Background: an optimization exercise with open tools, aiming at small area, a short achievable clock period and few clock cycles per item. Do not read the settings as production practice. Only simulation tests tie the RTL to the original design; equivalence was not proved.

## flow/design.v (module list and top-level ports; edited modules follow where they fit)
// module lzc: 22 lines
// module gen_lzc: 25 lines
// module lzc_4: 10 lines
// module int_div: 122 lines
// module ks_sub: 36 lines
// module ks_add: 34 lines
// module int_sqrt: 90 lines
// module fp_rnd: 240 lines
// module fp_add_head: 168 lines
// module fp_add_spec: 160 lines
// module fp_add_tail: 141 lines
// module fp_mul_head: 132 lines
// module fp_mul_tail: 173 lines
// module mul24: 1955 lines
// module fp_fma_s2: 290 lines
// module fp_fma_tail: 186 lines
// module fp_fma_add_head: 302 lines
// module fma_addsub: 35 lines
// module fp_div: 225 lines
// module fp_div_tail: 124 lines
// module fp_sqrt: 189 lines
// module fp_i2f: 155 lines
// module fp_f2i: 229 lines
// module fp_cmp: 154 lines
// module fp_classify: 113 lines
// module f2d: 146 lines
// module d2f: 153 lines
// module fp_top: 859 lines
module fp_top
#(
    parameter fp_pkg::fp_format_e  FP_FORMAT   = fp_pkg::FP32,
    parameter fp_pkg::int_format_e INT_FORMAT  = fp_pkg::INT32,
    parameter logic        RISCV_MODE  = 1'b0
)
(
    input clk_i,
    input rst_i,
    input start_i,
    output logic ready_o,
    input [63:0] a_i,
    input [63:0] b_i,
    input [63:0] c_i,
    input fp_pkg::roundmode_e rnd_i,
    input fp_pkg::float_op_e op_i,
    input [1:0] op_modify_i,
    output logic [63:0] result_o,
    output logic valid_o,
    output fp_pkg::status_t flags_o
);
  // ...
==> flow/run.sh <==
#!/bin/bash
# synth_recipe.tcl (not shown) runs the flow's synth.tcl, then flattens the netlist and writes it again
# the make line also repeats each setting of config.mk as NAME=value (left out here)
make -C /OpenROAD-flow-scripts/flow DESIGN_CONFIG=/design/flow/config.mk WORK_HOME=/design/flow/orfs CLKGATE_MAP_FILE= SYNTH_SCRIPT=/design/flow/synth_recipe.tcl finish
==> flow/config.mk <==
export PLATFORM = sky130hd
export DESIGN_NAME = fp_top
export DESIGN_NICKNAME = fp_top
export VERILOG_FILES = /design/flow/design.v
export SDC_FILE = /design/flow/constraint.sdc
export NUM_CORES = 8
export LEC_CHECK = 0
export CAP_MARGIN = 20
export CORE_MARGIN = 2
export CORE_UTILIZATION = 40
export SETUP_SLACK_MARGIN = 5
export SLEW_MARGIN = 20
export SYNTH_HIERARCHICAL = 1
export SYNTH_MINIMUM_KEEP_SIZE = 200
==> flow/constraint.sdc <==
create_clock -name core_clock -period 20.0 [get_ports {clk_i}]
set_input_delay 4.0000 -clock core_clock [delete_from_list [all_inputs] [get_ports {clk_i}]]
set_output_delay 4.0000 -clock core_clock [all_outputs]
set_load 0.01 [all_outputs]
==> summary.md, run 1 <==
| Metric | Value |
|---|---|
| Status | no timing/DRC/antenna violations |
| GRT busiest layer | met2 |
| Synth area leaders | dfxtp_1 11%, fa_1 9.1%, ha_1 7.7% |
| 1st-iter DRT viols | 17,301 |
| Commonest cells in the netlist | 1,582 x nand2_1, 1,560 x nor2_1, 1,269 x a21oi_1, 1,084 x inv_1, 914 x o21ai_0 |
| CLK BUF | 108 |
| Post-layout min period | 14.88 ns |
| CP most frequent cell | a21o_1 |
| Post-synth cell types | 129 |
| Met3 global-route usage | 10.7% |
| Post-synthesis instance area | 110,000 um^2 |
| Post-Syn Instances | 15,199 |
| Buffer share of cell area | under 10% |
| Clock network share of area | 2.27% |
| Final Hold Fails | 0 |
| Total number of vias | approximately 120k |
| Fillcell total | ~28,000 |
| Post-CTS Hold Fix Bufs | 0 |
| Met1 WL | 226,000 um |
| Worst R2R Path Depth | 60 |
| P&R area growth vs syn | 13.4% |
| Routed met2 length | 230,000 um |
| R2R setup slack | 5.24 ns |
| Sequential area share after synthesis | between 10% and 20% |
| Worst EP required | 16.00 ns |
| Crit Path Class | reg -> out |
| DP Cell Count | around 18,000 |
| Setup WS pre-CTS | 2.04 ns |
Testbench counts, summed over its fixed seeds: cycles 35,466, ops 24,000.
==> inputs of run 2 (changes only) <==
--- a/flow/config.mk
+++ b/flow/config.mk
@@ -7,7 +7,7 @@
 export LEC_CHECK = 0
 export CAP_MARGIN = 20
 export CORE_MARGIN = 2
-export CORE_UTILIZATION = 40
+export CORE_UTILIZATION = 48
 export SETUP_SLACK_MARGIN = 5
 export SLEW_MARGIN = 20
 export SYNTH_HIERARCHICAL = 1
==> summary.md, run 2 <==
| Metric | Value |
|---|---|
| Status | no timing/DRC/antenna violations |
| Clock Tree Buf Depth | 3 |
| EDFF count, synth | 24 |
| Vias in the first global route | 117,882 |
| Setup TNS | 0 ns |
| DP Cell Count | 17,854 (-3.2%) |
| Post-layout min period | 15.12 ns (+0.240 ns) |
| 1st-iter DRT viols | 20,457 (+18%) |
| CTS tree | yes |
| Fillcell total | 21,632 (-24%) |
| Largest delay share family, worst path | simple AND/OR/NAND/NOR gates |
| Non-filler instance count after layout | 18,256 |
| Synth Flop Type | dfxtp_1 |
| GRT Residual Overflow | 0 |
| Global placer's final weighted congestion | 1.11 |
| Vias per cell | 7.01 |
| GRT Overall Usage | 47.6% |
| Total number of vias | 127,971 (+4.4%) |
| Worst hold path type | reg -> reg |
| Avg WL per Cell | 31.9 um |
| Layout cells sized above 1 | a little under an eighth |
| RSZ-0062 raised after global routing | yes |
| Sequential area share after synthesis | 11.9% (unchanged) |
| CTS Buf Count | 83 |
| First-pass GRT wire length | 821,000 um |
| Max FFs per register | 53 |
| Num Clock Sinks | 633 |
| Largest net degree at the start of global routing | 80 |
| Synth Area per Inst | 7.22 um^2 |
| Max_cap viols | 0 |
| Clk_skew | 0.0445 ns |
| # H-tree levels | 3 |
| Final Hold Fails | 0 (unchanged) |
| Die width | 482 um |
| Area of the core | 227,000 um^2 |
| Final nets | 16,514 |
| Critical Path Slowest Stage Cell | or4_4 |
| Register bit total from synthesis | 633 |
| P&R area growth vs syn | 12.5% |
| DRC | 0 |
| First drt pass iteration count | 13 |
| Max-slew headroom | between 10% and 20% |
| Slew @ Worst Pin | 1.27 ns |
| CP max FO | 14 |
| Async SR Flop Fraction | about 3% |
| Post-synthesis instance area | 110,000 um^2 (unchanged) |
| Post-synth cell types | 129 (unchanged) |
| Count leader, synth | nand2_1 |
| Synth area leaders | dfxtp_1 11%, fa_1 9.1%, ha_1 7.7% |
| Max-slew violations | 0 |
| Clk root buf | clkbuf_16 |
| Top cell type's share of synthesized area | 10.8% |
| Post-Syn Instances | 15,199 (unchanged) |
| Largest Register | f_aurpr_mant_q |
| Arrival @ worst endpoint | 15.77 ns |
| Leading cell types in the layout, fill and taps excluded | 1,558 x nand2_1, 1,505 x nor2_1, 1,211 x a21oi_1, 1,068 x inv_1, 867 x o21ai_0 |
| Initial Utilization | 48.3% |
| Largest stage delay on the critical path | 0.58 ns |
| Ratio of final minimum period to clock period | 75.6% |
| Row cnt | 175 |
| Commonest non-fill, non-tap cell in the layout | nand2_1 |
| Commonest cells in the netlist | 1,582 x nand2_1, 1,560 x nor2_1, 1,269 x a21oi_1, 1,084 x inv_1, 914 x o21ai_0 |
| Final number of setup-violating endpoints | 0 |
| Initial antenna violation count | 66 |
| Reg clk slew, reported paths | approximately 0.07 ns |
| Worst EP required | 20.65 ns (+4.65 ns) |
| Synth Net Count | 16,578 |
| CP most frequent cell | buf_4 |
| HPWL after DPL | 445,000 um |
| PortBufs | 210 |
| Crit. End Element | flip-flop |
| Max Freq | 0.0661 GHz |
| Remaining antenna violation count after routing | 0 |
| Crit Path Class | reg -> reg |
| Worst-Skew Late Latency | 0.76 ns |
| Die Ht | 482 um |
| Area leader, netlist | dfxtp_1 |
| Die Area | 232,000 um^2 |
| R2R setup slack | 4.88 ns (-0.36 ns) |
| Boundary Pins | ~280 |
| Top flop regs | f_aurpr_mant_q: 53 flops, m_prod_q: 48 flops, urnd_q: 38 flops |
| Worst path buffer plus inverter count | 9 |
| Synth warn | 60 |
| Post-Route WL | 583,000 um |
| CP Launch Type | flip-flop |
| Post-CTS Hold Fix Bufs | 0 (unchanged) |
run 2: cell types whose count changed in the layout (fill, tap and decap cells not counted), sizes merged, moves of 2 or more:
cell | before | now
dlymetal6s2s | 15 | 12
clkinv | 36 | 33
bufinv | 6 | 8
clkdlybuf4s50 | 179 | 181
inv | 1092 | 1096
clkbuf | 121 | 115
dlygate4sd2 | 5 | 12
diode | 56 | 44
buf | 740 | 713
clkinvlp | 23 | 20
run 2: worst reg2reg max path, delay by kind of cell (launching register included):
kind	cells	cell delay, ns
buffers and inverters	9	1.70
AND/OR/NAND/NOR	21	6.16
flip-flops	1	0.34
XOR/XNOR	1	0.17
AO/OA/AOI/OAI	23	4.64
multiplexers	4	1.04
adder cells (fa/ha/maj)	3	0.94
run 2: layer usage:
layer  share of wire [%]  global-route usage (%)
met1                  37                    59.3
met2                  40                    67.7
met3                  14                    16.4
met4                 9.1                    34.8
met5               0.082                       0
run 2: cell type report:
class                   instances  area [um^2]  area share (%)
diodes                         44          110          0.0892
clock buffers                 108         2340            1.89
repair inverters                2         10.0         0.00811
repair buffers                925         7920            6.41
inverters                    1110         4250            3.44
multi-input cells           12380        91400            74.1
flip-flops and latches        633        13000            10.6
clock inverters                45          556           0.450
well taps                    3009         3760            3.05
run 2: metrics by stage:
| stage | hold WS, ns | setup slack, ns | util [%] | instance area [um^2] |
|---|---|---|---|---|
| after global routing | 0.358 | 4.63 | 54.3 | 123000 |
| after detailed placement | 0.344 | 2.01 | 50.9 | 116000 |
| after CTS | 0.349 | 4.97 | 53.0 | 120000 |
| after floorplan | 0.331 | 5.01 | - | 110000 |
| after global placement | 0.340 | 2.36 | 50.9 | 116000 |
| final | 0.349 | 4.88 | 54.3 | 123000 |
run 2: cells by family after synthesis:
logic type                 Yosys count  synth area share (%)
xor gates and xnor gates           899                  7.22
buffers and inverters             2189                  7.84
adders and majority gates         1176                  16.8
muxes                              828                  8.71
DFF                                633                  11.9
AOI/OAI and AO/OA                 4532                  26.8
and+or+nand+nor                   4942                  20.7
run 2: modules after synthesis, one instance, submodules excluded:
module  flops+latches  area, um^2  cells inside
d2f                 0         458            76
fp_top            633      109000         15123
run 2: final timing paths:
kind                                 startpoint                    to  depth (start not counted)
min                        int_div_inst.n_q[15]  int_div_inst.n_q[22]                          0
max reg2reg                           m_b_q[26]         f_ashamt_q[5]                         61
min in group asynchronous                 rst_i                done_q                          1
max in group asynchronous                 rst_i         longop_sqrt_q                          1
min reg2reg                int_div_inst.n_q[15]  int_div_inst.n_q[22]                          0
max                                   m_b_q[26]         f_ashamt_q[5]                         61
run 2: timing repair:
action	in CTS	in global routing
setup endpoints to repair	109	114
cloned	4	8
setup buffers	67	124
pin swaps	51	98
resized for setup	318	391
==> module fp_add_head, before the edit <==
module fp_add_head
#(
    parameter fp_pkg::fp_format_e FP_FORMAT = fp_pkg::FP32
)
(
    input  [31:0] a_i,
    input  [31:0] b_i,
    input         sub_i,
    input  fp_pkg::roundmode_e rnd_i,
    output logic        sign_o,
    output logic [28:0] urpr_mant_o,
    output logic [7:0]  urpr_exp_o,
    output logic [4:0]  shamt_o,
    output logic        sticky_o
);
localparam int unsigned FP_WIDTH   = fp_pkg::fp_width(FP_FORMAT);
localparam int unsigned EXP_WIDTH  = fp_pkg::exp_bits(FP_FORMAT);
localparam int unsigned MANT_WIDTH = fp_pkg::man_bits(FP_FORMAT);
localparam R_IND = {1'b1, {EXP_WIDTH{1'b1}}, 1'b1, {MANT_WIDTH-1{1'b0}}};
function logic sign(input logic [FP_WIDTH-1:0] val);
    sign = val[FP_WIDTH-1];
endfunction
function logic [EXP_WIDTH-1:0] exp(input logic [FP_WIDTH-1:0] val);
    exp = val[FP_WIDTH-2-:EXP_WIDTH];
endfunction
function logic [MANT_WIDTH-1:0] mant(input logic [FP_WIDTH-1:0] val);
    mant = val[FP_WIDTH-2-EXP_WIDTH:0];
endfunction
function logic is_minus(input logic [FP_WIDTH-1:0] val);
    is_minus = sign(val);
endfunction
function logic is_normal(input logic [FP_WIDTH-1:0] val);
    is_normal = (exp(val) >= 1) && (exp(val) <= (2**EXP_WIDTH-2));
endfunction
function logic is_subnormal(input logic [FP_WIDTH-1:0] val);
    is_subnormal = (exp(val) == 0) && (mant(val) != 0);
endfunction
function logic is_zero(input logic [FP_WIDTH-1:0] val);
    is_zero = val[FP_WIDTH-2:0] == 0;
endfunction
function logic is_inf(input logic [FP_WIDTH-1:0] val);
    is_inf = exp(val) == (2**EXP_WIDTH-1) && mant(val) == 0;
endfunction
function logic is_nan(input logic [FP_WIDTH-1:0] val);
    is_nan = exp(val) == (2**EXP_WIDTH-1) && mant(val) != 0;
endfunction
function logic is_signalling(input logic [FP_WIDTH-1:0] val);
    is_signalling = exp(val) == (2**EXP_WIDTH-1) && mant(val) != 0 && !val[FP_WIDTH-2-EXP_WIDTH];
endfunction
function logic is_quiet(input logic [FP_WIDTH-1:0] val);
    is_quiet = exp(val) == (2**EXP_WIDTH-1) && val[FP_WIDTH-2-EXP_WIDTH];
endfunction
function logic is_canonical(input logic [FP_WIDTH-1:0] val);
    is_canonical = is_finite(val) | is_inf(val) | (exp(val) == (2**EXP_WIDTH-1) && val[FP_WIDTH-2-EXP_WIDTH]);
endfunction
function logic is_finite(input logic [FP_WIDTH-1:0] val);
    is_finite = is_zero(val) | is_subnormal(val) | is_normal(val);
endfunction
function fp_pkg::fp_info_t fp_info(input logic [FP_WIDTH-1:0] val);
    fp_pkg::fp_info_t info;
    info = '0;
    info.is_minus       = is_minus(val);
    info.is_normal      = is_normal(val);
    info.is_subnormal   = is_subnormal(val);
    info.is_zero        = is_zero(val);
    info.is_inf         = is_inf(val);
    info.is_nan         = is_nan(val);
    info.is_signalling  = is_signalling(val);
    info.is_canonical   = is_canonical(val);
    info.is_finite      = is_finite(val);
    info.is_quiet       = is_quiet(val);
    fp_info = info;
endfunction
typedef struct packed {
    logic sign;
    logic [EXP_WIDTH-1:0] exp;
    logic [MANT_WIDTH-1:0] mant;
} fp_encoding_t;
typedef struct packed {
    fp_encoding_t u_result;
    logic [1:0] rs;
    logic round_en;
    logic invalid;
    logic [1:0] exp_cout;
} uround_res_t;
typedef struct packed {
    fp_encoding_t result;
    fp_pkg::status_t flags;
} round_res_t;
typedef struct packed {
    logic sign;
    logic [EXP_WIDTH-1:0] exp;
    logic [2*MANT_WIDTH + 1:0] mant;
} fp_encoding_fma_t;
typedef struct packed {
    fp_encoding_fma_t u_result;
    logic [1:0] rs;
    logic round_en;
    logic invalid;
    logic [1:0] exp_cout;
} uround_res_fma_t;
logic exp_eq, exp_lt;
logic mant_lt;
logic lt;
logic [EXP_WIDTH-1:0]exp_diff;
logic [MANT_WIDTH + fp_pkg::GUARD_BITS:0]shifted_mant;
logic [MANT_WIDTH:0]bigger_mant;
logic urpr_s;
logic [MANT_WIDTH + fp_pkg::GUARD_BITS + 2:0] urpr_mant;
logic [EXP_WIDTH-1:0] urpr_exp;
fp_encoding_t a_decoded;
fp_encoding_t b_decoded;
logic [EXP_WIDTH:0] stickyindex;
logic [MANT_WIDTH:0] sigB;
logic [MANT_WIDTH:0] compressed_mant;
logic stickybit;
assign a_decoded = a_i;
assign b_decoded = b_i;
fp_pkg::fp_info_t a_info;
fp_pkg::fp_info_t b_info;
assign a_info = fp_info(a_i);
assign b_info = fp_info(b_i);
logic denormalA;
logic denormalB;
assign denormalA = (a_info.is_subnormal ^ b_info.is_subnormal) & a_info.is_subnormal;
assign denormalB = (a_info.is_subnormal ^ b_info.is_subnormal) & b_info.is_subnormal;
assign exp_eq = (a_decoded.exp == b_decoded.exp);
assign exp_lt = (a_decoded.exp < b_decoded.exp);
assign mant_lt = (a_decoded.mant < b_decoded.mant);
assign lt = exp_lt | (exp_eq & mant_lt);
assign exp_diff = lt? (b_decoded.exp - a_decoded.exp)
                    : (a_decoded.exp - b_decoded.exp);
assign shifted_mant = lt? ({{a_info.is_normal, a_decoded.mant},{fp_pkg::GUARD_BITS{1'b0}}} >> (denormalA ? exp_diff - 1 : exp_diff))
                        : ({{b_info.is_normal, b_decoded.mant},{fp_pkg::GUARD_BITS{1'b0}}} >> (denormalB ? exp_diff - 1 : exp_diff));
assign bigger_mant = lt? {b_info.is_normal, b_decoded.mant} : {a_info.is_normal, a_decoded.mant};
assign urpr_s = lt? sub_i ^ b_decoded.sign : a_decoded.sign;
assign urpr_mant = (a_decoded.sign ^ (sub_i ^ b_decoded.sign))? ({1'b0, bigger_mant,{fp_pkg::GUARD_BITS{1'b0}},1'b0} - {1'b0,shifted_mant,stickybit})
                                                            : ({1'b0, bigger_mant,{fp_pkg::GUARD_BITS{1'b0}},1'b0} + {1'b0,shifted_mant,stickybit});
assign urpr_exp = lt? b_decoded.exp : a_decoded.exp;
logic [$clog2(FP_WIDTH)-1:0] shamt;
lzc #(.WIDTH(MANT_WIDTH+fp_pkg::GUARD_BITS)) lzc_inst
(
    .a_i(urpr_mant[MANT_WIDTH + fp_pkg::GUARD_BITS + 1 : fp_pkg::GUARD_BITS - 1]),
    .cnt_o(shamt),
    .zero_o()
);
assign sigB = lt? {a_info.is_normal, a_decoded.mant} : {b_info.is_normal, b_decoded.mant};
genvar i;
generate
    for(i = 0; i <= MANT_WIDTH; i= i+1)
	begin : combine_sig
        assign compressed_mant[i] = |sigB[i:0];
	end
endgenerate
assign stickyindex = exp_diff - (fp_pkg::GUARD_BITS + 1);
always_comb
    if($signed(stickyindex) < $signed(0))
        stickybit = 1'b0;
    else if($signed(stickyindex) > $signed(MANT_WIDTH))
        stickybit = compressed_mant[MANT_WIDTH];
    else
        stickybit = compressed_mant[stickyindex];
assign sign_o = urpr_s;
assign urpr_mant_o = urpr_mant;
assign urpr_exp_o = urpr_exp;
assign shamt_o = shamt;
assign sticky_o = stickybit;
endmodule
==> module fp_mul_head, before the edit <==
module fp_mul_head
#(
    parameter fp_pkg::fp_format_e FP_FORMAT = fp_pkg::FP32
)
(
    input  [31:0] a_i,
    input  [31:0] b_i,
    output logic [47:0] prod_o,      
    output logic [9:0]  expa_o,      
    output logic [9:0]  expb_o       
);
localparam int unsigned FP_WIDTH   = fp_pkg::fp_width(FP_FORMAT);
localparam int unsigned EXP_WIDTH  = fp_pkg::exp_bits(FP_FORMAT);
localparam int unsigned MANT_WIDTH = fp_pkg::man_bits(FP_FORMAT);
localparam int unsigned BIAS       = (2**(EXP_WIDTH-1)-1);
function logic sign(input logic [FP_WIDTH-1:0] val);
    sign = val[FP_WIDTH-1];
endfunction
function logic [EXP_WIDTH-1:0] exp(input logic [FP_WIDTH-1:0] val);
    exp = val[FP_WIDTH-2-:EXP_WIDTH];
endfunction
function logic [MANT_WIDTH-1:0] mant(input logic [FP_WIDTH-1:0] val);
    mant = val[FP_WIDTH-2-EXP_WIDTH:0];
endfunction
function logic is_minus(input logic [FP_WIDTH-1:0] val);
    is_minus = sign(val);
endfunction
function logic is_normal(input logic [FP_WIDTH-1:0] val);
    is_normal = (exp(val) >= 1) && (exp(val) <= (2**EXP_WIDTH-2));
endfunction
function logic is_subnormal(input logic [FP_WIDTH-1:0] val);
    is_subnormal = (exp(val) == 0) && (mant(val) != 0);
endfunction
function logic is_zero(input logic [FP_WIDTH-1:0] val);
    is_zero = val[FP_WIDTH-2:0] == 0;
endfunction
function logic is_inf(input logic [FP_WIDTH-1:0] val);
    is_inf = exp(val) == (2**EXP_WIDTH-1) && mant(val) == 0;
endfunction
function logic is_nan(input logic [FP_WIDTH-1:0] val);
    is_nan = exp(val) == (2**EXP_WIDTH-1) && mant(val) != 0;
endfunction
function logic is_signalling(input logic [FP_WIDTH-1:0] val);
    is_signalling = exp(val) == (2**EXP_WIDTH-1) && mant(val) != 0 && !val[FP_WIDTH-2-EXP_WIDTH];
endfunction
function logic is_quiet(input logic [FP_WIDTH-1:0] val);
    is_quiet = exp(val) == (2**EXP_WIDTH-1) && val[FP_WIDTH-2-EXP_WIDTH];
endfunction
function logic is_canonical(input logic [FP_WIDTH-1:0] val);
    is_canonical = is_finite(val) | is_inf(val) | (exp(val) == (2**EXP_WIDTH-1) && val[FP_WIDTH-2-EXP_WIDTH]);
endfunction
function logic is_finite(input logic [FP_WIDTH-1:0] val);
    is_finite = is_zero(val) | is_subnormal(val) | is_normal(val);
endfunction
function fp_pkg::fp_info_t fp_info(input logic [FP_WIDTH-1:0] val);
    fp_pkg::fp_info_t info;
    info = '0;
    info.is_minus       = is_minus(val);
    info.is_normal      = is_normal(val);
    info.is_subnormal   = is_subnormal(val);
    info.is_zero        = is_zero(val);
    info.is_inf         = is_inf(val);
    info.is_nan         = is_nan(val);
    info.is_signalling  = is_signalling(val);
    info.is_canonical   = is_canonical(val);
    info.is_finite      = is_finite(val);
    info.is_quiet       = is_quiet(val);
    fp_info = info;
endfunction
typedef struct packed {
    logic sign;
    logic [EXP_WIDTH-1:0] exp;
    logic [MANT_WIDTH-1:0] mant;
} fp_encoding_t;
typedef struct packed {
    fp_encoding_t u_result;
    logic [1:0] rs;
    logic round_en;
    logic invalid;
    logic [1:0] exp_cout;
} uround_res_t;
typedef struct packed {
    fp_encoding_t result;
    fp_pkg::status_t flags;
} round_res_t;
typedef struct packed {
    logic sign;
    logic [EXP_WIDTH-1:0] exp;
    logic [2*MANT_WIDTH + 1:0] mant;
} fp_encoding_fma_t;
typedef struct packed {
    fp_encoding_fma_t u_result;
    logic [1:0] rs;
    logic round_en;
    logic invalid;
    logic [1:0] exp_cout;
} uround_res_fma_t;
fp_encoding_t a_decoded;
fp_encoding_t b_decoded;
assign a_decoded = a_i;
assign b_decoded = b_i;
fp_pkg::fp_info_t a_info;
fp_pkg::fp_info_t b_info;
assign a_info = fp_info(a_i);
assign b_info = fp_info(b_i);
logic [MANT_WIDTH:0] ma;
logic [MANT_WIDTH:0] mb;
assign ma = {a_info.is_normal, a_decoded.mant};
assign mb = {b_info.is_normal, b_decoded.mant};
logic [4:0] la;
logic [4:0] lb;
logic za;
logic zb;
lzc #(.WIDTH(MANT_WIDTH+1)) lzc_a (.a_i(ma), .cnt_o(la), .zero_o(za));
lzc #(.WIDTH(MANT_WIDTH+1)) lzc_b (.a_i(mb), .cnt_o(lb), .zero_o(zb));
logic [MANT_WIDTH:0] ma_n;
logic [MANT_WIDTH:0] mb_n;
assign ma_n = ma << la;
assign mb_n = mb << lb;
mul24 mul24_inst
(
    .x_i(ma_n),
    .y_i(mb_n),
    .p_o(prod_o)
);
logic [EXP_WIDTH + 1:0] urpr_exp;
logic [EXP_WIDTH + 1:0] uexp_n;
assign urpr_exp = (a_decoded.exp + b_decoded.exp) - ((a_info.is_subnormal | b_info.is_subnormal) ? BIAS-1 : BIAS );
assign uexp_n = urpr_exp - (la + lb);
assign expa_o = (za | zb) ? urpr_exp : uexp_n;
assign expb_o = (za | zb) ? urpr_exp : uexp_n + 1'b1;
endmodule
==> module fp_top, before the edit <==
module fp_top
#(
    parameter fp_pkg::fp_format_e  FP_FORMAT   = fp_pkg::FP32,
    parameter fp_pkg::int_format_e INT_FORMAT  = fp_pkg::INT32,
    parameter logic        RISCV_MODE  = 1'b0
)
(
    input clk_i,
    input rst_i,
    input start_i,
    output logic ready_o,
    input [63:0] a_i,
    input [63:0] b_i,
    input [63:0] c_i,
    input fp_pkg::roundmode_e rnd_i,
    input fp_pkg::float_op_e op_i,
    input [1:0] op_modify_i,
    output logic [63:0] result_o,
    output logic valid_o,
    output fp_pkg::status_t flags_o
);
localparam int unsigned FP_WIDTH   = fp_pkg::fp_width(FP_FORMAT);
localparam int unsigned EXP_WIDTH  = fp_pkg::exp_bits(FP_FORMAT);
localparam int unsigned MANT_WIDTH = fp_pkg::man_bits(FP_FORMAT);
localparam int unsigned INT_WIDTH  = fp_pkg::int_width(INT_FORMAT);
function logic sign(input logic [FP_WIDTH-1:0] val);
    sign = val[FP_WIDTH-1];
endfunction
function logic [EXP_WIDTH-1:0] exp(input logic [FP_WIDTH-1:0] val);
    exp = val[FP_WIDTH-2-:EXP_WIDTH];
endfunction
function logic [MANT_WIDTH-1:0] mant(input logic [FP_WIDTH-1:0] val);
    mant = val[FP_WIDTH-2-EXP_WIDTH:0];
endfunction
function logic is_minus(input logic [FP_WIDTH-1:0] val);
    is_minus = sign(val);
endfunction
function logic is_normal(input logic [FP_WIDTH-1:0] val);
    is_normal = (exp(val) >= 1) && (exp(val) <= (2**EXP_WIDTH-2));
endfunction
function logic is_subnormal(input logic [FP_WIDTH-1:0] val);
    is_subnormal = (exp(val) == 0) && (mant(val) != 0);
endfunction
function logic is_zero(input logic [FP_WIDTH-1:0] val);
    is_zero = val[FP_WIDTH-2:0] == 0;
endfunction
function logic is_inf(input logic [FP_WIDTH-1:0] val);
    is_inf = exp(val) == (2**EXP_WIDTH-1) && mant(val) == 0;
endfunction
function logic is_nan(input logic [FP_WIDTH-1:0] val);
    is_nan = exp(val) == (2**EXP_WIDTH-1) && mant(val) != 0;
endfunction
function logic is_signalling(input logic [FP_WIDTH-1:0] val);
    is_signalling = exp(val) == (2**EXP_WIDTH-1) && mant(val) != 0 && !val[FP_WIDTH-2-EXP_WIDTH];
endfunction
function logic is_quiet(input logic [FP_WIDTH-1:0] val);
    is_quiet = exp(val) == (2**EXP_WIDTH-1) && val[FP_WIDTH-2-EXP_WIDTH];
endfunction
function logic is_canonical(input logic [FP_WIDTH-1:0] val);
    is_canonical = is_finite(val) | is_inf(val) | (exp(val) == (2**EXP_WIDTH-1) && val[FP_WIDTH-2-EXP_WIDTH]);
endfunction
function logic is_finite(input logic [FP_WIDTH-1:0] val);
    is_finite = is_zero(val) | is_subnormal(val) | is_normal(val);
endfunction
function fp_pkg::fp_info_t fp_info(input logic [FP_WIDTH-1:0] val);
    fp_pkg::fp_info_t info;
    info = '0;
    info.is_minus       = is_minus(val);
    info.is_normal      = is_normal(val);
    info.is_subnormal   = is_subnormal(val);
    info.is_zero        = is_zero(val);
    info.is_inf         = is_inf(val);
    info.is_nan         = is_nan(val);
    info.is_signalling  = is_signalling(val);
    info.is_canonical   = is_canonical(val);
    info.is_finite      = is_finite(val);
    info.is_quiet       = is_quiet(val);
    fp_info = info;
endfunction
typedef struct packed {
    logic sign;
    logic [EXP_WIDTH-1:0] exp;
    logic [MANT_WIDTH-1:0] mant;
} fp_encoding_t;
typedef struct packed {
    fp_encoding_t u_result;
    logic [1:0] rs;
    logic round_en;
    logic invalid;
    logic [1:0] exp_cout;
} uround_res_t;
typedef struct packed {
    fp_encoding_t result;
    fp_pkg::status_t flags;
} round_res_t;
typedef struct packed {
    logic sign;
    logic [EXP_WIDTH-1:0] exp;
    logic [2*MANT_WIDTH + 1:0] mant;
} fp_encoding_fma_t;
typedef struct packed {
    fp_encoding_fma_t u_result;
    logic [1:0] rs;
    logic round_en;
    logic invalid;
    logic [1:0] exp_cout;
} uround_res_fma_t;
localparam logic [FP_WIDTH-1:0] QNAN_FP = {1'b0, {EXP_WIDTH{1'b1}}, 1'b1, {MANT_WIDTH-1{1'b0}}};
fp_encoding_t a_decoded;
fp_encoding_t b_decoded;
logic [FP_WIDTH-1:0] a_fp;
logic [FP_WIDTH-1:0] b_fp;
logic [FP_WIDTH-1:0] c_fp;
generate
    if (RISCV_MODE && FP_FORMAT == fp_pkg::FP32) begin : gen_nanbox
        assign a_fp = (a_i[63:32] == 32'hFFFF_FFFF) ? a_i[31:0] : QNAN_FP;
        assign b_fp = (b_i[63:32] == 32'hFFFF_FFFF) ? b_i[31:0] : QNAN_FP;
        assign c_fp = (c_i[63:32] == 32'hFFFF_FFFF) ? c_i[31:0] : QNAN_FP;
    end else begin : gen_no_nanbox
        assign a_fp = a_i[FP_WIDTH-1:0];
        assign b_fp = b_i[FP_WIDTH-1:0];
        assign c_fp = c_i[FP_WIDTH-1:0];
    end
endgenerate
assign a_decoded = a_fp;
assign b_decoded = b_fp;
fp_pkg::fp_info_t a_info;
fp_pkg::fp_info_t b_info;
assign a_info = fp_info(a_fp);
assign b_info = fp_info(b_fp);
logic [INT_WIDTH-1:0] a_int;
logic [31:0] a_fp32;
logic [63:0] a_fp64;
assign a_int = a_i[INT_WIDTH-1:0];
assign a_fp32 = a_i[31:0];
assign a_fp64 = a_i;
logic longop_busy_q;
logic longop_sqrt_q;
fp_pkg::roundmode_e longop_rnd_q;
logic fma_busy_q;
fp_pkg::roundmode_e fma_rnd_q;
logic accept_start;
logic fdv_start;
logic add_start;
logic mul_start;
logic div_start;
logic sqrt_start;
logic i2f_start;
logic f2i_start;
logic cmp_start;
logic class_start;
logic minmax_start;
logic sgnj_start;
logic fma_start;
logic f2f_start;
assign ready_o = ~longop_busy_q & ~fma_busy_q;
assign accept_start = start_i & ready_o;
assign add_start = accept_start & (op_i == fp_pkg::FADD);
assign mul_start = accept_start & (op_i == fp_pkg::FMUL);
assign fdv_start = accept_start & (op_i == fp_pkg::FDIV);
assign div_start = fdv_start & ~op_modify_i[0];
assign sqrt_start = fdv_start & op_modify_i[0];
assign i2f_start = accept_start & (op_i == fp_pkg::I2F);
assign f2i_start = accept_start & (op_i == fp_pkg::F2I);
assign cmp_start = accept_start & (op_i == fp_pkg::FCMP);
assign class_start = accept_start & (op_i == fp_pkg::FCLASS);
assign minmax_start = accept_start & ((op_i == fp_pkg::FMIN) || (op_i == fp_pkg::FMAX));
assign sgnj_start = accept_start & (op_i == fp_pkg::FSGNJ);
assign fma_start = accept_start & (op_i == fp_pkg::FMADD);
assign f2f_start = accept_start & (op_i == fp_pkg::F2F);
logic div_done;
logic sqrt_done;
always_ff @(posedge clk_i or negedge rst_i) begin
    if (!rst_i) begin
        longop_busy_q <= 1'b0;
        longop_sqrt_q <= 1'b0;
        longop_rnd_q <= fp_pkg::RNE;
    end else begin
        if (fdv_start) begin
            longop_busy_q <= 1'b1;
            longop_sqrt_q <= op_modify_i[0];
            longop_rnd_q <= rnd_i;
        end else if ((longop_sqrt_q && sqrt_done) || (~longop_sqrt_q && div_done)) begin
            longop_busy_q <= 1'b0;
        end
    end
end
always_ff @(posedge clk_i or negedge rst_i) begin
    if (!rst_i) begin
        fma_busy_q <= 1'b0;
        fma_rnd_q  <= fp_pkg::RNE;
    end else begin
        if (fma_start) begin
            fma_busy_q <= 1'b1;
            fma_rnd_q  <= rnd_i;
        end else if (fma_done) begin
            fma_busy_q <= 1'b0;
        end
    end
end
logic add_done;
assign add_done = add_start;
logic        add_sign;
logic [28:0] add_urpr_mant;
logic [7:0]  add_urpr_exp;
logic [4:0]  add_shamt;
logic        add_sticky;
fp_add_head #(.FP_FORMAT(FP_FORMAT)) fp_add_head_inst
(
    .a_i(a_fp),
    .b_i(b_fp),
    .sub_i(op_modify_i == 2'b01),
    .rnd_i(rnd_i),
    .sign_o(add_sign),
    .urpr_mant_o(add_urpr_mant),
    .urpr_exp_o(add_urpr_exp),
    .shamt_o(add_shamt),
    .sticky_o(add_sticky)
);
logic        add_sign_q;
logic [28:0] add_urpr_mant_q;
logic [7:0]  add_urpr_exp_q;
logic [4:0]  add_shamt_q;
logic        add_sticky_q;
always_ff @(posedge clk_i) begin
    add_sign_q      <= add_sign;
    add_urpr_mant_q <= add_urpr_mant;
    add_urpr_exp_q  <= add_urpr_exp;
    add_shamt_q     <= add_shamt;
    add_sticky_q    <= add_sticky;
end
logic mul_done;
assign mul_done = mul_start;
logic [FP_WIDTH-1:0] m_a_fp;
assign m_a_fp = {a_fp[FP_WIDTH-1] ^ ((op_i == fp_pkg::FMADD) & op_modify_i[1]), a_fp[FP_WIDTH-2:0]};
logic [47:0] m_prod;
logic [9:0]  m_expa;
logic [9:0]  m_expb;
fp_mul_head #(.FP_FORMAT(FP_FORMAT)) fp_mul_head_inst
(
    .a_i(m_a_fp),
    .b_i(b_fp),
    .prod_o(m_prod),
    .expa_o(m_expa),
    .expb_o(m_expb)
);
logic [47:0] m_prod_q;
logic [9:0]  m_expa_q;
logic [9:0]  m_expb_q;
logic [31:0] m_a_q;
logic [31:0] m_b_q;
logic [31:0] m_c_q;
logic        m_sub_q;
always_ff @(posedge clk_i) begin
    m_prod_q  <= m_prod;
    m_expa_q  <= m_expa;
    m_expb_q  <= m_expb;
    m_a_q     <= m_a_fp;
    m_b_q     <= b_fp;
    m_c_q     <= c_fp;
    m_sub_q   <= op_modify_i[0];
end
uround_res_t mul_urnd_result;
fp_mul_tail #(.FP_FORMAT(FP_FORMAT)) fp_mul_tail_inst
(
    .a_i(m_a_q),
    .b_i(m_b_q),
    .prod_i(m_prod_q),
    .expa_i(m_expa_q),
    .expb_i(m_expb_q),
    .urnd_result_o(mul_urnd_result)
);
logic        f_fsel;
logic [31:0] f_fspec;
logic        f_invalid;
logic        f_msticky;
logic        f_asel_add;
logic        f_asel_sub;
logic [25:0] f_aspec;
logic        f_aspec_sign;
logic [7:0]  f_aspec_exp;
logic        f_around_en;
logic        f_around_only;
logic        f_amul_ovf;
logic        f_amul_uf;
logic        f_asign;
logic [53:0] f_aurpr_mant;
logic [7:0]  f_aurpr_exp;
logic [5:0]  f_ashamt;
logic        f_asticky;
fp_fma_s2 #(.FP_FORMAT(FP_FORMAT)) fp_fma_s2_inst
(
    .prod_i(m_prod_q),
    .expa_i(m_expa_q),
    .expb_i(m_expb_q),
    .a_i(m_a_q),
    .b_i(m_b_q),
    .c_i(m_c_q),
    .sub_i(m_sub_q),
    .rnd_i(fma_rnd_q),
    .fsel_o(f_fsel),
    .fspec_o(f_fspec),
    .invalid_o(f_invalid),
    .msticky_o(f_msticky),
    .asel_add_o(f_asel_add),
    .asel_sub_o(f_asel_sub),
    .aspec_o(f_aspec),
    .aspec_sign_o(f_aspec_sign),
    .aspec_exp_o(f_aspec_exp),
    .around_en_o(f_around_en),
    .around_only_o(f_around_only),
    .amul_ovf_o(f_amul_ovf),
    .amul_uf_o(f_amul_uf),
    .asign_o(f_asign),
    .aurpr_mant_o(f_aurpr_mant),
    .aurpr_exp_o(f_aurpr_exp),
    .ashamt_o(f_ashamt),
    .asticky_o(f_asticky),
    .aexp_in_o()
);
logic        f_msticky_q;
logic        f_asel_add_q;
logic        f_asel_sub_q;
logic [25:0] f_aspec_q;
logic        f_aspec_sign_q;
logic [7:0]  f_aspec_exp_q;
logic        f_around_en_q;
logic        f_around_only_q;
logic        f_amul_ovf_q;
logic        f_amul_uf_q;
logic        f_asign_q;
logic [53:0] f_aurpr_mant_q;
logic [7:0]  f_aurpr_exp_q;
logic [5:0]  f_ashamt_q;
logic        f_asticky_q;
always_ff @(posedge clk_i) begin
    f_msticky_q     <= f_msticky;
    f_asel_add_q    <= f_asel_add;
    f_asel_sub_q    <= f_asel_sub;
    f_aspec_q       <= f_aspec;
    f_aspec_sign_q  <= f_aspec_sign;
    f_aspec_exp_q   <= f_aspec_exp;
    f_around_en_q   <= f_around_en;
    f_around_only_q <= f_around_only;
    f_amul_ovf_q    <= f_amul_ovf;
    f_amul_uf_q     <= f_amul_uf;
    f_asign_q       <= f_asign;
    f_aurpr_mant_q  <= f_aurpr_mant;
    f_aurpr_exp_q   <= f_aurpr_exp;
    f_ashamt_q      <= f_ashamt;
    f_asticky_q     <= f_asticky;
end
logic [23:0] div_x;
logic [23:0] div_y;
uround_res_t div_head;
logic div_by_zero;
logic div_sign;
logic [9:0] div_shift_exp;
fp_div #(.FP_FORMAT(FP_FORMAT)) fp_div_inst
(
    .a_i(a_fp),
    .b_i(b_fp),
    .rnd_i(rnd_i),
    .x_o(div_x),
    .y_o(div_y),
    .q_i('0),
    .sticky_i(1'b0),
    .urnd_result_o(div_head),
    .divide_by_zero(div_by_zero),
    .sign_o(div_sign),
    .shift_exp_o(div_shift_exp)
);
logic [9:0] div_shift_exp_q;
always_ff @(posedge clk_i) begin
    div_shift_exp_q <= div_shift_exp;
end
logic [27:0] div_q;
logic div_sticky;
int_div #(.S(7)) int_div_inst
(
    .clk_i(clk_i),
    .reset_i(rst_i),
    .start_i(div_start),
    .x_i(div_x),
    .y_i(div_y),
    .q_o(div_q),
    .sticky_o(div_sticky),
    .done_o(div_done)
);
uround_res_t div_head_q;
logic div_sign_q;
fp_div #(.FP_FORMAT(FP_FORMAT)) fp_div_spec_inst
(
    .a_i(m_a_q),
    .b_i(m_b_q),
    .rnd_i(rnd_i),
    .x_o(),
    .y_o(),
    .q_i('0),
    .sticky_i(1'b0),
    .urnd_result_o(div_head_q),
    .divide_by_zero(),
    .sign_o(div_sign_q),
    .shift_exp_o()
);
logic [31:0] div_spec_q;
logic div_round_en_q;
logic div_invalid_q;
assign div_spec_q     = div_head_q.u_result;
assign div_round_en_q = div_head_q.round_en;
assign div_invalid_q  = div_head_q.invalid;
uround_res_t div_urnd_result;
fp_div_tail fp_div_tail_inst
(
    .spec_i(div_spec_q),
    .round_en_i(div_round_en_q),
    .invalid_i(div_invalid_q),
    .sign_i(div_sign_q),
    .shift_exp_i(div_shift_exp_q),
    .q_i(div_q),
    .sticky_i(div_sticky),
    .urnd_result_o(div_urnd_result)
);
uround_res_t sqrt_urnd_result;
fp_sqrt #(.FP_FORMAT(FP_FORMAT)) fp_sqrt_inst
(
    .clk_i(clk_i),
    .reset_i(rst_i),
    .a_i(a_fp),
    .start_i(sqrt_start),
    .rnd_i(rnd_i),
    .done_o(sqrt_done),
    .urnd_result_o(sqrt_urnd_result)
);
uround_res_t i2f_urnd_result;
logic i2f_done;
fp_i2f #(.FP_FORMAT(FP_FORMAT), .INT_FORMAT(INT_FORMAT)) fp_i2f_inst
(
    .a_i(a_int),
    .start_i(i2f_start),
    .signed_i(op_modify_i == 2'b01),
    .done_o(i2f_done),
    .urnd_result_o(i2f_urnd_result)
);
logic [INT_WIDTH-1:0] f2i_result;
fp_pkg::status_t f2i_flags;
logic f2i_done;
fp_f2i #(.FP_FORMAT(FP_FORMAT), .INT_FORMAT(INT_FORMAT)) fp_f2i_inst
(
    .a_i(a_fp),
    .signed_i(op_modify_i == 2'b01),
    .start_i(f2i_start),
    .rnd_i(rnd_i),
    .result_o(f2i_result),
    .flags_o(f2i_flags),
    .done_o(f2i_done)
);
logic cmp_lt;
logic cmp_le;
logic cmp_eq;
fp_pkg::status_t cmp_flags;
logic cmp_done;
fp_cmp #(.FP_FORMAT(FP_FORMAT)) fp_cmp_inst
(
    .a_i(a_fp),
    .b_i(b_fp),
    .start_i(cmp_start),
    .eq_en_i(op_modify_i == 2'b01),
    .lt_o(cmp_lt),
    .le_o(cmp_le),
    .eq_o(cmp_eq),
    .done_o(cmp_done),
    .flags_o(cmp_flags)
);
fp_pkg::classmask_e class_mask;
logic class_done;
fp_classify #(.FP_FORMAT(FP_FORMAT)) fp_classify_inst
(
    .a_i(a_fp),
    .start_i(class_start),
    .class_o(class_mask),
    .done_o(class_done)
);
logic fma_done;
always_ff @(posedge clk_i or negedge rst_i) begin
    if (!rst_i)
        fma_done <= 1'b0;
    else
        fma_done <= fma_start;
end
uround_res_t f2f_urnd_result;
logic [FP_WIDTH-1:0] f2f_direct_result;
fp_pkg::status_t f2f_direct_flags;
logic f2f_done;
logic f2f_need_rnd;
round_res_t f2d_rnd_result;
uround_res_t d2f_urnd_result;
generate
    if (FP_FORMAT == fp_pkg::FP64) begin : gen_f2d
        f2d f2d_inst
        (
            .a_i(a_fp32),
            .rnd_result_o(f2d_rnd_result)
        );
        assign f2f_done = f2f_start;
        assign f2f_need_rnd = 1'b0;
        assign f2f_direct_result = f2d_rnd_result.result;
        assign f2f_direct_flags = f2d_rnd_result.flags;
        assign f2f_urnd_result = '0;
    end else if (FP_FORMAT == fp_pkg::FP32) begin : gen_d2f
        d2f d2f_inst
        (
            .a_i(a_fp64),
            .urnd_result_o(d2f_urnd_result)
        );
        assign f2f_done = f2f_start;
        assign f2f_need_rnd = 1'b1;
        assign f2f_urnd_result = d2f_urnd_result;
        assign f2f_direct_result = '0;
        assign f2f_direct_flags = '0;
    end else begin : gen_no_f2f
        assign f2f_done = 1'b0;
        assign f2f_need_rnd = 1'b0;
        assign f2f_urnd_result = '0;
        assign f2f_direct_result = '0;
        assign f2f_direct_flags = '0;
    end
endgenerate
logic [FP_WIDTH-1:0] minmax_result;
fp_pkg::status_t minmax_flags;
logic minmax_done;
assign minmax_done = minmax_start;
always_comb begin
    minmax_flags = '0;
    minmax_flags.NV = a_info.is_signalling | b_info.is_signalling;
    if (a_info.is_nan || b_info.is_nan) begin
        if (RISCV_MODE && a_info.is_nan && !b_info.is_nan)
            minmax_result = b_fp;
        else if (RISCV_MODE && b_info.is_nan && !a_info.is_nan)
            minmax_result = a_fp;
        else
            minmax_result = QNAN_FP;
    end else if (a_info.is_zero && b_info.is_zero) begin
        minmax_result = '0;
        if (op_i == fp_pkg::FMIN) begin
            minmax_result[FP_WIDTH-1] = a_decoded.sign | b_decoded.sign;
        end else begin
            minmax_result[FP_WIDTH-1] = a_decoded.sign & b_decoded.sign;
        end
    end else if (op_i == fp_pkg::FMIN) begin
        minmax_result = cmp_lt ? a_fp : b_fp;
    end else begin
        minmax_result = cmp_lt ? b_fp : a_fp;
    end
end
logic [FP_WIDTH-1:0] sgnj_result;
fp_pkg::status_t sgnj_flags;
logic sgnj_done;
assign sgnj_done = sgnj_start;
always_comb begin
    sgnj_flags = '0;
    sgnj_result = a_fp;
    case (op_modify_i)
        2'b00: sgnj_result[FP_WIDTH-1] = b_decoded.sign;
        2'b01: sgnj_result[FP_WIDTH-1] = ~b_decoded.sign;
        2'b10: sgnj_result[FP_WIDTH-1] = a_decoded.sign ^ b_decoded.sign;
        default: sgnj_result[FP_WIDTH-1] = b_decoded.sign;
    endcase
end
logic [63:0] f2i_result_fp;
logic signed [63:0] f2i_result_signed_ext;
logic [63:0] f2i_result_unsigned_ext;
assign f2i_result_signed_ext = $signed(f2i_result);
assign f2i_result_unsigned_ext = f2i_result;
assign f2i_result_fp = op_modify_i[0] ? f2i_result_signed_ext : f2i_result_unsigned_ext;
logic cmp_bit;
always_comb begin
    case (op_modify_i)
        2'b00: cmp_bit = cmp_le;
        2'b01: cmp_bit = cmp_eq;
        default: cmp_bit = cmp_lt;
    endcase
end
logic [63:0] cmp_result_fp;
assign cmp_result_fp = {{63{1'b0}}, cmp_bit};
logic [63:0] class_result_fp;
assign class_result_fp = {{54{1'b0}}, class_mask};
fp_pkg::float_op_e op_sel;
logic fdv_sqrt_sel;
fp_pkg::roundmode_e rnd_sel;
assign op_sel = longop_busy_q ? fp_pkg::FDIV : (fma_busy_q ? fp_pkg::FMADD : op_i);
assign fdv_sqrt_sel = longop_busy_q ? longop_sqrt_q : op_modify_i[0];
uround_res_t urnd_sel;
logic [63:0] direct_result_sel;
fp_pkg::status_t direct_flags_sel;
logic done_sel;
logic need_rnd_sel;
logic dz_sel;
always_comb begin
    urnd_sel = '0;
    direct_result_sel = '0;
    direct_flags_sel = '0;
    done_sel = 1'b0;
    need_rnd_sel = 1'b0;
    dz_sel = 1'b0;
    rnd_sel = rnd_i;
    case (op_sel)
        fp_pkg::FADD: begin
            done_sel = add_done;
            need_rnd_sel = 1'b1;
        end
        fp_pkg::FMUL: begin
            done_sel = mul_done;
            need_rnd_sel = 1'b1;
        end
        fp_pkg::FDIV: begin
            urnd_sel = fdv_sqrt_sel ? sqrt_urnd_result : div_urnd_result;
            done_sel = fdv_sqrt_sel ? sqrt_done : div_done;
            need_rnd_sel = 1'b1;
            dz_sel = (~fdv_sqrt_sel) & div_by_zero;
            rnd_sel = longop_busy_q ? longop_rnd_q : rnd_i;
        end
        fp_pkg::I2F: begin
            urnd_sel = i2f_urnd_result;
            done_sel = i2f_done;
            need_rnd_sel = 1'b1;
        end
        fp_pkg::FMADD: begin
            done_sel = fma_done;
            need_rnd_sel = 1'b1;
            rnd_sel = fma_busy_q ? fma_rnd_q : rnd_i;
        end
        fp_pkg::F2F: begin
            done_sel = f2f_done;
            need_rnd_sel = f2f_need_rnd;
            if (f2f_need_rnd) begin
                urnd_sel = f2f_urnd_result;
            end else begin
                direct_result_sel = {{(64-FP_WIDTH){1'b0}}, f2f_direct_result};
                direct_flags_sel = f2f_direct_flags;
            end
        end
        fp_pkg::F2I: begin
            done_sel = f2i_done;
            direct_result_sel = f2i_result_fp;
            direct_flags_sel = f2i_flags;
        end
        fp_pkg::FCMP: begin
            done_sel = cmp_done;
            direct_result_sel = cmp_result_fp;
            direct_flags_sel = cmp_flags;
        end
        fp_pkg::FCLASS: begin
            done_sel = class_done;
            direct_result_sel = class_result_fp;
            direct_flags_sel = '0;
        end
        fp_pkg::FMIN, fp_pkg::FMAX: begin
            done_sel = minmax_done;
            direct_result_sel = {{(64-FP_WIDTH){1'b0}}, minmax_result};
            direct_flags_sel = minmax_flags;
        end
        fp_pkg::FSGNJ: begin
            done_sel = sgnj_done;
            direct_result_sel = {{(64-FP_WIDTH){1'b0}}, sgnj_result};
            direct_flags_sel = sgnj_flags;
        end
        default: begin
            done_sel = 1'b0;
        end
    endcase
end
uround_res_t urnd_q;
logic [63:0] direct_result_q;
fp_pkg::status_t direct_flags_q;
logic done_q;
fp_pkg::float_op_e op_q;
logic need_rnd_q;
logic dz_q;
fp_pkg::roundmode_e rnd_q;
always_ff @(posedge clk_i or negedge rst_i) begin
    if (!rst_i)
        done_q <= 1'b0;
    else
        done_q <= done_sel;
end
always_ff @(posedge clk_i) begin
    urnd_q <= urnd_sel;
    direct_result_q <= direct_result_sel;
    direct_flags_q <= direct_flags_sel;
    op_q <= op_sel;
    need_rnd_q <= need_rnd_sel;
    dz_q <= dz_sel;
    rnd_q <= rnd_sel;
end
logic        f_fsel_q;
logic [31:0] f_fspec_q;
logic        f_invalid_q;
fp_fma_s2 #(.FP_FORMAT(FP_FORMAT)) fp_fma_spec_inst
(
    .prod_i(m_prod_q),
    .expa_i(m_expa_q),
    .expb_i(m_expb_q),
    .a_i(m_a_q),
    .b_i(m_b_q),
    .c_i(m_c_q),
    .sub_i(m_sub_q),
    .rnd_i(fma_rnd_q),
    .fsel_o(f_fsel_q),
    .fspec_o(f_fspec_q),
    .invalid_o(f_invalid_q),
    .msticky_o(),
    .asel_add_o(),
    .asel_sub_o(),
    .aspec_o(),
    .aspec_sign_o(),
    .aspec_exp_o(),
    .around_en_o(),
    .around_only_o(),
    .amul_ovf_o(),
    .amul_uf_o(),
    .asign_o(),
    .aurpr_mant_o(),
    .aurpr_exp_o(),
    .ashamt_o(),
    .asticky_o(),
    .aexp_in_o()
);
uround_res_t fma_urnd_result;
logic round_only_q;
logic mul_ovf_q;
logic mul_uf_q;
logic mul_uround_out_q;
logic fma_round_only;
logic fma_mul_ovf;
logic fma_mul_uf;
logic fma_mul_uround_out;
fp_fma_tail #(.FP_FORMAT(FP_FORMAT)) fp_fma_tail_inst
(
    .fsel_i(f_fsel_q),
    .fspec_i(f_fspec_q),
    .invalid_i(f_invalid_q),
    .msticky_i(f_msticky_q),
    .asel_add_i(f_asel_add_q),
    .asel_sub_i(f_asel_sub_q),
    .aspec_i(f_aspec_q),
    .aspec_sign_i(f_aspec_sign_q),
    .aspec_exp_i(f_aspec_exp_q),
    .around_en_i(f_around_en_q),
    .around_only_i(f_around_only_q),
    .amul_ovf_i(f_amul_ovf_q),
    .amul_uf_i(f_amul_uf_q),
    .asign_i(f_asign_q),
    .aurpr_mant_i(f_aurpr_mant_q),
    .aurpr_exp_i(f_aurpr_exp_q),
    .ashamt_i(f_ashamt_q),
    .asticky_i(f_asticky_q),
    .rnd_i(rnd_q),
    .round_only(fma_round_only),
    .mul_ovf(fma_mul_ovf),
    .mul_uf(fma_mul_uf),
    .mul_uround_out(fma_mul_uround_out),
    .urnd_result_o(fma_urnd_result)
);
logic [31:0] add_spec_q;
logic [1:0]  add_sel_q;
logic        add_invalid_q;
fp_add_spec #(.FP_FORMAT(FP_FORMAT)) fp_add_spec_inst
(
    .a_i(m_a_q),
    .b_i(m_b_q),
    .sub_i(m_sub_q),
    .rnd_i(rnd_q),
    .spec_o(add_spec_q),
    .sel_o(add_sel_q),
    .invalid_o(add_invalid_q)
);
uround_res_t add_urnd_result;
fp_add_tail #(.FP_FORMAT(FP_FORMAT)) fp_add_tail_inst
(
    .spec_i(add_spec_q),
    .sel_i(add_sel_q),
    .sign_i(add_sign_q),
    .urpr_mant_i(add_urpr_mant_q),
    .urpr_exp_i(add_urpr_exp_q),
    .shamt_i(add_shamt_q),
    .sticky_i(add_sticky_q),
    .invalid_i(add_invalid_q),
    .urnd_result_o(add_urnd_result)
);
uround_res_t urnd_o;
always_comb begin
    urnd_o = urnd_q;
    round_only_q = 1'b0;
    mul_ovf_q = 1'b0;
    mul_uf_q = 1'b0;
    mul_uround_out_q = 1'b0;
    case (op_q)
        fp_pkg::FADD: urnd_o = add_urnd_result;
        fp_pkg::FMUL: urnd_o = mul_urnd_result;
        fp_pkg::FDIV: if (!longop_sqrt_q) urnd_o = div_urnd_result;
        fp_pkg::FMADD: begin
            urnd_o = fma_urnd_result;
            round_only_q = fma_round_only;
            mul_ovf_q = fma_mul_ovf;
            mul_uf_q = fma_mul_uf;
            mul_uround_out_q = fma_mul_uround_out;
        end
        default: ;
    endcase
end
round_res_t rnd_result;
fp_rnd #(.FP_FORMAT(FP_FORMAT)) fp_rnd_inst
(
    .urnd_result_i(urnd_o),
    .rnd_i(rnd_q),
    .round_only(round_only_q),
    .mul_ovf(mul_ovf_q),
    .rnd_result_o(rnd_result)
);
logic fma_uf_fix;
logic fma_uf_fix1;
assign fma_uf_fix = (rnd_result.result.exp == '0) & (|urnd_o.rs);
assign fma_uf_fix1 = (urnd_o.u_result.exp == '0) &
                     (rnd_result.result.exp == {{EXP_WIDTH-1{1'b0}}, 1'b1}) &
                     mul_uround_out_q;
logic result_is_fp;
fp_pkg::fp_info_t raw_fp_info;
assign result_is_fp = need_rnd_q
                    | (op_q == fp_pkg::FMIN) | (op_q == fp_pkg::FMAX)
                    | (op_q == fp_pkg::FSGNJ)
                    | (op_q == fp_pkg::F2F);
logic [FP_WIDTH-1:0] raw_fp_result;
assign raw_fp_result = need_rnd_q ? rnd_result.result
                                  : direct_result_q[FP_WIDTH-1:0];
always_comb begin
    result_o = '0;
    flags_o = '0;
    valid_o = done_q;
    if (need_rnd_q) begin
        result_o = {{(64-FP_WIDTH){1'b0}}, rnd_result.result};
        flags_o = rnd_result.flags;
    end else begin
        result_o = direct_result_q;
        flags_o = direct_flags_q;
    end
    if (need_rnd_q && (op_q == fp_pkg::FMADD)) begin
        flags_o.NV = rnd_result.flags.NV;
        flags_o.DZ = rnd_result.flags.DZ;
        flags_o.OF = rnd_result.flags.OF | mul_ovf_q;
        flags_o.UF = mul_uf_q ? (fma_uf_fix | fma_uf_fix1) : rnd_result.flags.UF;
        flags_o.NX = mul_uf_q ? (|urnd_o.rs) : (rnd_result.flags.NX | mul_ovf_q);
    end
    flags_o.DZ = flags_o.DZ | dz_q;
    raw_fp_info = fp_info(raw_fp_result);
    if (RISCV_MODE && result_is_fp && raw_fp_info.is_nan)
        result_o = {{(64-FP_WIDTH){1'b0}}, QNAN_FP};
end
endmodule
==> inputs of run 3 (changes only) <==
--- a/flow/design.v
+++ b/flow/design.v
@@ -736,9 +736,6 @@
 assign rnd_result_o.flags = flags_o;
 endmodule
 module fp_add_head
-#(
-    parameter fp_pkg::fp_format_e FP_FORMAT = fp_pkg::FP32
-)
 (
     input  [31:0] a_i,
     input  [31:0] b_i,
@@ -750,6 +747,7 @@
     output logic [4:0]  shamt_o,
     output logic        sticky_o
 );
+localparam fp_pkg::fp_format_e FP_FORMAT = fp_pkg::FP32;
 localparam int unsigned FP_WIDTH   = fp_pkg::fp_width(FP_FORMAT);
 localparam int unsigned EXP_WIDTH  = fp_pkg::exp_bits(FP_FORMAT);
 localparam int unsigned MANT_WIDTH = fp_pkg::man_bits(FP_FORMAT);
@@ -1205,9 +1203,6 @@
 assign urnd_result_o = urnd;
 endmodule
 module fp_mul_head
-#(
-    parameter fp_pkg::fp_format_e FP_FORMAT = fp_pkg::FP32
-)
 (
     input  [31:0] a_i,
     input  [31:0] b_i,
@@ -1215,6 +1210,7 @@
     output logic [9:0]  expa_o,      
     output logic [9:0]  expb_o       
 );
+localparam fp_pkg::fp_format_e FP_FORMAT = fp_pkg::FP32;
 localparam int unsigned FP_WIDTH   = fp_pkg::fp_width(FP_FORMAT);
 localparam int unsigned EXP_WIDTH  = fp_pkg::exp_bits(FP_FORMAT);
 localparam int unsigned MANT_WIDTH = fp_pkg::man_bits(FP_FORMAT);
@@ -5972,7 +5968,7 @@
 logic [7:0]  add_urpr_exp;
 logic [4:0]  add_shamt;
 logic        add_sticky;
-fp_add_head #(.FP_FORMAT(FP_FORMAT)) fp_add_head_inst
+fp_add_head fp_add_head_inst
 (
     .a_i(a_fp),
     .b_i(b_fp),
@@ -6003,7 +5999,7 @@
 logic [47:0] m_prod;
 logic [9:0]  m_expa;
 logic [9:0]  m_expb;
-fp_mul_head #(.FP_FORMAT(FP_FORMAT)) fp_mul_head_inst
+fp_mul_head fp_mul_head_inst
 (
     .a_i(m_a_fp),
     .b_i(b_fp),
==> summary.md, run 3 <==
| Metric | Value |
|---|---|
| Status | no timing/DRC/antenna violations |
| Met3 global-route usage | 12.9% (-3.5 points) |
| Final Hold Fails | 0 (unchanged) |
| First-pass GRT wire length | 782,000 um (-4.7%) |
| Core Util, Final | 52.7% (-1.6 points) |
| Row cnt | 180 (+2.9%) |
| Post-layout min period | 14.75 ns (-0.365 ns) |
| Largest net degree at the start of global routing | 87 (+8.8%) |
| First drt pass iteration count | 16 (+3) |
| Worst-Skew Late Latency | 0.75 ns (about the same) |
| Post-Route WL | 543,000 um (-6.8%) |
| Crit Path Class | reg -> reg |
| Placed standard-cell area | 121,000 um^2 (+5.0%) |
| GRT busiest layer | met2 |
| CTS tree | yes |
| Reg clk slew, reported paths | 0.07 ns (about the same) |
| Met2 Usage GRT | 60.5% (-7.3 points) |
| Max-slew headroom | 11.0% (-2.7 points) |
| Final number of setup-violating endpoints | 0 (unchanged) |
| Commonest non-fill, non-tap cell in the layout | nand2_1 |
| Remaining antenna violation count after routing | 0 (unchanged) |
| Critical Path Slowest Stage Cell | or4_1 |
| Die width | 494 um (+2.6%) |
| GRT Overall Usage | 42.2% (-5.4 points) |
| Fillcell total | 24,169 (+12%) |
| Clock Tree Buf Depth | 3 (unchanged) |
| # H-tree levels | 3 (unchanged) |
| PortBufs | 210 (unchanged) |
| Max Freq | 0.0678 GHz (+2.5%) |
| Synth Area per Inst | 7.23 um^2 (+0.25%) |
| Largest stage delay on the critical path | 0.69 ns (+0.11 ns) |
| CTS Buf Count | 79 (-4.8%) |
| CP Launch Type | flip-flop |
| Post-Syn Instances | 15,959 (+5.0%) |
| HPWL after DPL | 413,000 um (-7.1%) |
| Fin area | 126,000 um^2 (+2.5%) |
| GRT Residual Overflow | 0 (unchanged) |
| Clk root buf | clkbuf_16 |
| Max_cap viols | 0 (unchanged) |
| Slew @ Worst Pin | 1.32 ns (+0.0517 ns) |
| Layout cells sized above 1 | 9.99% (-2.0 points) |
| Hold_ws | 0.339 ns (-0.00974 ns) |
| Clk_skew | 0.0542 ns (+0.00971 ns) |
| Final nets | 17,171 (+4.0%) |
| Max-slew violations | 0 (unchanged) |
| Num Clock Sinks | 633 (unchanged) |
| Area of the core | 240,000 um^2 (+5.5%) |
| Largest Register | f_aurpr_mant_q |
| Total number of vias | 126,836 (-0.89%) |
| Vias in the first global route | 114,926 (-2.5%) |
| P&R area growth vs syn | 9.54% |
| Post-synthesis instance area | 115,000 um^2 (+5.3%) |
| Crit. End Element | flip-flop |
| CP most frequent cell | a21o_1 |
| Worst hold path type | reg -> reg |
| RSZ-0062 raised after global routing | no |
| Ratio of final minimum period to clock period | 73.8% (-1.8 points) |
| Die Ht | 494 um (+2.6%) |
| Initial Utilization | 48.1% (-0.12 points) |
| Top flop regs | f_aurpr_mant_q: 53 flops, m_prod_q: 48 flops, urnd_q: 38 flops |
| Global placer's final weighted congestion | 1.06 (-5.1%) |
| Vias per cell | 6.66 (-4.9%) |
| Synth warn | 60 (unchanged) |
| GR Util met1 | 56.9% (-2.4 points) |
| Die Area | 244,000 um^2 (+5.2%) |
| CP max FO | 68 (+54) |
| Boundary Pins | 275 (unchanged) |
| DRC | 0 (unchanged) |
| Worst EP required | 20.62 ns (-0.03 ns) |
| Arrival @ worst endpoint | 15.37 ns (-0.40 ns) |
| Leading cell types in the layout, fill and taps excluded | 1,624 x nand2_1, 1,423 x nor2_1, 1,208 x a21oi_1, 1,124 x inv_1, 1,060 x o21ai_0 |
| Synth Net Count | 17,377 (+4.8%) |
| 1st-iter DRT viols | 17,667 (-14%) |
| Max FFs per register | 53 (unchanged) |
| Setup TNS | 0 ns (unchanged) |
| Initial antenna violation count | 34 (-48%) |
| Avg WL per Cell | 28.5 um (-11%) |
-- run 3: cell types whose count changed in the layout (fill, tap and decap cells not counted), sizes merged, moves of 59 or more --
cell and change:
xor2 +60, inv +65, nor2 -98, o21ai +174, nand3 +63, buf -59
-- run 3: layer usage --
metal | wire length (um) | vias to the layer above | share of wire, %
met5 | 155 | - | 0.029
met4 | 32400 | 26 | 6.0
met3 | 69000 | 1612 | 13
met2 | 221000 | 7899 | 41
met1 | 221000 | 60270 | 41
li1 | - | 57029 | -
-- run 3: path summary, 6_finish.rpt --
path | startpoint | cells past startpoint | slack (ns) | to
setup / recovery | m_b_q[23] | 55 | 5.25 | f_ashamt_q[2]
hold / removal | int_div_inst.p_q[20] | 0 | 0.34 | int_div_inst.p_q[27]
setup reg to reg | m_b_q[23] | 55 | 5.25 | f_ashamt_q[2]
hold reg to reg | int_div_inst.p_q[20] | 0 | 0.34 | int_div_inst.p_q[27]
max in group asynchronous | rst_i | 2 | 16.12 | fma_rnd_q[2]
min in group asynchronous | rst_i | 2 | 3.61 | fma_busy_q
-- run 3: worst max-delay path: cells and delay by family (launching register included) --
kind            cells  cell delay [ns]
xor+xnor            1             0.16
mux                 5             1.39
simple gates       17             4.88
flops               1             0.34
buf+inv             5             1.24
fa+ha+maj           3             1.07
compound gates     24             5.44
-- run 3: timing repair --
item / in CTS / in global routing
gates resized for setup: 115 / 193
pin swaps: 22 / 58
hold buffers: 0 / 0
setup buffers: 31 / 65
endpoints found under the setup margin: 89 / 126
gates cloned: 6 / 9
-- run 3: layout make-up --
cell class	instances	area, um^2	area share, %
sequential	633	13000	10.3
clock buffer	100	2200	1.74
multi-input combinational	13035	95400	75.4
antenna	34	85.1	0.0673
timing repair buffer	839	6930	5.48
tap	3185	3990	3.15
clock inverter	41	422	0.333
timing repair inverter	2	12.5	0.00989
inverter	1163	4400	3.48
-- run 3: metrics by stage --
stage               setup slack [ns]  cells
floorplan                       5.00  15959
global placement                2.92  18743
detailed placement              2.82  18744
CTS                             4.95  18922
global route                    4.95  19004
finish                          5.25  19032
Testbench counts of run 3, summed over its fixed seeds: cycles 35,466, ops 24,000.

## what the ideal ports hide
The flow's constraints put no driver on any port. The routed layouts listed below were extracted and timed again, unchanged, in two steps.
Step 1 assumes that a clkbuf_16 drives the clock port and a buf_2 every other input.
Step 2, shift: input delay + t, output delay - t, t = (earliest + latest rising clock arrival at the registers) / 2. This alone moves slack from input paths to output paths.
Three values: ideal, step 1, step 2; two values: the first two.
run | t (ns) | slack for setup (ns) | worst slew at a driven data input, ns
run 1 | 0.844 | 5.122 / 5.009 / 4.496 | 0.20
run 2 | 0.853 | 4.881 / 4.881 / 4.469 | 0.27
run 3 | 0.831 | 5.247 / 5.169 / 4.709 | 0.15
After both steps setup and hold are still met in every run listed. The setup slack of run 1, which loses most, moves by -0.113 ns with the drivers and by -0.626 ns with both steps.
